Background: an optimization exercise with open tools, aiming at small area. Do not read the settings as production practice. In this exercise RTL edits were held to simulation tests only and were not proved equivalent to the original.

==> inputs of job 3750 <==
// data_shifter
module data_shifter
   (
   mem_clk,
   rst_n,
   mem_mr_xfer_valid,
   mem_mr_error,
   cont_wr_rd_req,
   mem_mr_xfer_wr_rd,
   mem_mr_xfer_btype,
   mem_mr_xfer_addr,
   mem_mr_xfer_len,
   mem_mr_wdata_valid,
   mem_mr_wdata,
   mem_mr_wlast,
   mem_mr_wstrb,
   mr8_bsize,
   xmittr_ack,
   mem_mr_xfer_ack,
   xmit_engn_wdata_ack,
   mem_mr_wdata_ack,
   spl_dpd_entry_valid,
   spl_dpd_exit_valid,
   spl_hs_entry_valid,
   spl_hs_exit_valid,
   spl_glbl_reset_valid,
   mem_spl_xfer_in_prgrs,
   mr_access_reg,
   mr_access,
   dpd_exit_cycle_cnt,
   hs_exit_cycle_cnt,
   mem_base_addr,
   mem_top_addr,
   cmd,
   mr8_btype,
   start_track,  
   wr_rd,        
   first_addr,   
   xfer_btype,
   xfer_mem_len,
   wr_tcem_pg_bndry_expired,
   wr_last_addr,
  mr8_rbx,
  prev_cmd,
  rd_done_reg,
  rd_pg_bndry_expired_sync,
  rd_last_addr,
  rd_cnt_sync,
  min_dqs_cnt_rch,
   rd_done,
   rd_stretch,
   dqs_timeout,
   almost_full_reg,
   pending_xfer,
   rcv_dq_fifo_flush_en,
   rcv_dq_fifo_flush_done,
   spl_instrn_dpd_exit_prgrs,
   spl_instrn_hs_exit_prgrs,
   spl_instrn_glbl_rst_prgrs,
   tcem_expired,
   tcph_expired,
   trc_expired,
   trst_expired,
   txhs_expired,
   txdpd_expired,
   sclk_en,
   ce_n_ip,
   dq_out_ip,
   dm_ip,
   dq_oe_ip,
   dm_oe_ip
   );
==> flow/config.mk <==
export PLATFORM = sky130hd
export DESIGN_NAME = data_shifter
export DESIGN_NICKNAME = data_shifter
export VERILOG_FILES = /design/flow/design.v
export SDC_FILE = /design/flow/constraint.sdc
export NUM_CORES = 4
export LEC_CHECK = 0
export CAP_MARGIN = 20
export CORE_MARGIN = 2
export CORE_UTILIZATION = 55
export GPL_TIMING_DRIVEN = 0
export PLACE_DENSITY = 0.7
export SLEW_MARGIN = 20
==> flow/constraint.sdc <==
create_clock -name core_clock -period 6.0 [get_ports {mem_clk}]
set_input_delay 1.2000 -clock core_clock [delete_from_list [all_inputs] [get_ports {mem_clk}]]
set_output_delay 1.2000 -clock core_clock [all_outputs]
set_load 0.01 [all_outputs]
standard.sh (not shown) runs the stock make flow with config.mk's settings and CLKGATE_MAP_FILE= SYNTH_SCRIPT=/design/flow/synth_recipe.tcl, a recipe that flattens the netlist after the stock synthesis.
==> flow/flow/run.sh <==
#!/bin/bash
# Layout flow: the standard ORFS flow (standard.sh) with these changes:
#  - synthesis is the standard flow's own script, except that the one technology-mapping
#    call to ABC uses the area-oriented ABC script flow/abc_area.script
#    (registers are not touched by ABC, so they are the standard synthesis's);
#  - port buffers use the smallest buffer cell;
#  - clock tree synthesis inserts no dummy loads.
# Each tool's output goes to a log file in the folder the flow runs in.
set -euo pipefail
W=$PWD
export MY_ABC_SCRIPT=$W/flow/abc_area.script
{
  cat <<'TCL'
proc abc {args} {
  set i [lsearch -exact $args -script]
  if { $i >= 0 } { lset args [expr {$i + 1}] $::env(MY_ABC_SCRIPT) }
  yosys abc {*}$args
}
TCL
  cat $W/synth_recipe.tcl
} > $W/area_synth.tcl
bash standard.sh "SYNTH_SCRIPT=$W/area_synth.tcl" "BUFFER_PORTS_ARGS=-buffer_cell sky130_fd_sc_hd__buf_1" \
  "CTS_ARGS=-sink_clustering_enable -repair_clock_nets -dont_use_dummy_load" \
  finish > orfs_flow.log 2>&1
==> flow/flow/abc_area.script <==
strash
&get -n
&deepsyn -T 180
&put
dch -f
map -D 3500
buffer -c
upsize -D 3500
dnsize -D 3500
topo
stime -c
==> inputs of job 8962, as changes to job 3750 <==
--- a/flow/design.v
+++ b/flow/design.v
@@ -201,29 +201,17 @@
 reg                     spl_hs_entry_valid_reg, next_spl_hs_entry_valid_reg;
 reg                     spl_glbl_reset_valid_reg, next_spl_glbl_reset_valid_reg;
 reg                     pending_mr8_wr, next_pending_mr8_wr;
 assign dm_oe_ip = dq_oe_ip & wr_rd;
 assign spl_instrn_hs_exit_prgrs  = (pres_state == HS_EXIT);
 assign spl_instrn_dpd_exit_prgrs = (pres_state == DPD_EXIT);
 wire [31:0] first_addr_dur_rd_tcem_expiry = rd_last_addr + 32'd1;
 wire [31:0] bndry_chk_addr = tcem_expired_reg ? first_addr_dur_rd_tcem_expiry : first_addr;
-reg bc_lt, bc_gt;
-integer k;
-always @ *
-begin
-   bc_lt = 1'b0;
-   bc_gt = 1'b0;
-   for (k = 0; k < 25; k = k + 1)
-   begin
-      bc_lt = (~bndry_chk_addr[k] & mem_base_addr[k]) | (~bndry_chk_addr[k] & bc_lt) | (mem_base_addr[k] & bc_lt);
-      bc_gt = (bndry_chk_addr[k] & ~mem_top_addr[k]) | (bndry_chk_addr[k] & bc_gt) | (~mem_top_addr[k] & bc_gt);
-   end
-end
-wire mem_boundary_cross = (|bndry_chk_addr[31:25]) | bc_lt | bc_gt;
+wire mem_boundary_cross = (bndry_chk_addr < {7'd0, mem_base_addr}) || (bndry_chk_addr > {7'd0, mem_top_addr});
 wire [36:0] sel_data      = reg_1 ? wr_data_reg1 : wr_data_reg0;
 wire        last_xfer     = sel_data[36];
 wire        last_xfer_lsb = last_xfer && (&sel_data[35:34]);
 wire        cont_wr_xfer_valid = cont_wr_rd_req & mem_mr_xfer_valid & (!(|mem_mr_error)) & mem_mr_xfer_wr_rd;
 wire [36:0] wbeat = {mem_mr_wlast, ~mem_mr_wstrb, mem_mr_wdata};
 assign xmit_engn_wdata_ack = wdata_avail_cnt==2 ? 1'b0 : xmit_engn_wdata_ack_int;
 wire        wr_acc = mem_mr_wdata_valid && xmit_engn_wdata_ack;
 wire [6:0] req_in_wrap_size = mem_mr_xfer_len << 1;
==> flow/flow/run.sh (replaced) <==
#!/bin/bash
# Layout flow: the standard ORFS flow (standard.sh) with two changes:
#  - synthesis is the standard flow's own script, except that the one technology-mapping
#    call to ABC uses the area-oriented ABC script flow/abc_area.script
#    (registers are not touched by ABC, so they are the standard synthesis's);
#  - port buffers use the smallest buffer cell.
# Each tool's output goes to a log file in the folder the flow runs in.
set -euo pipefail
W=$PWD
export MY_ABC_SCRIPT=$W/flow/abc_area.script
{
  cat <<'TCL'
proc abc {args} {
  set i [lsearch -exact $args -script]
  if { $i >= 0 } { lset args [expr {$i + 1}] $::env(MY_ABC_SCRIPT) }
  yosys abc {*}$args
}
TCL
  cat $W/synth_recipe.tcl
} > $W/area_synth.tcl
bash standard.sh "SYNTH_SCRIPT=$W/area_synth.tcl" "BUFFER_PORTS_ARGS=-buffer_cell sky130_fd_sc_hd__buf_1" finish > orfs_flow.log 2>&1
==> flow/flow/abc_area.script (replaced) <==
strash
&get -n
&deepsyn -T 90
&put
dch -f
amap
buffer -c
upsize -D 4800
dnsize -D 4800
topo
stime -c
CORE_UTILIZATION = 60   (was 55)
CTS_BUF_LIST = sky130_fd_sc_hd__clkbuf_4 sky130_fd_sc_hd__clkbuf_8   (was default)
PLACE_DENSITY = 0.75   (was 0.7)
==> summary of the runs <==
- Against job 3750, the synthesized cell count of job 8962 is lower by about 2.3%.
- Synthesized area: job 8962 is larger than job 3750 (2.6%).
- Job 8962 failed in global routing. Job 3750 produced a clean layout.

==> port drivers added, routing unchanged <==
The flow's constraints put no driver on any port. The routed layout listed below was extracted and timed again, unchanged, in two steps.
Step 1 (the two cells are an assumption about what drives the block):
set clk [get_ports {mem_clk}]
set_driving_cell -lib_cell sky130_fd_sc_hd__clkbuf_16 $clk
set_driving_cell -lib_cell sky130_fd_sc_hd__buf_2 [delete_from_list [all_inputs] $clk]
Step 2 times the ports against the registers' clock, not the clock port: input delays grow and output delays shrink by t, the midpoint of the rising clock arrivals with the driver on.
Three values: no drivers, after step 1, after step 2; two values: the first two.
run: job 3750
t (ns): 0.486
setup WS [ns]: 0.266 / 0.267 / -0.219
hold WS [ns]: 0.475 / 0.475 / 0.475
Met with ideal ports but missed after step 2: setup timing in job 3750. For job 3750, drivers alone change the setup slack by +0.001 ns; drivers and shift together by -0.485 ns.
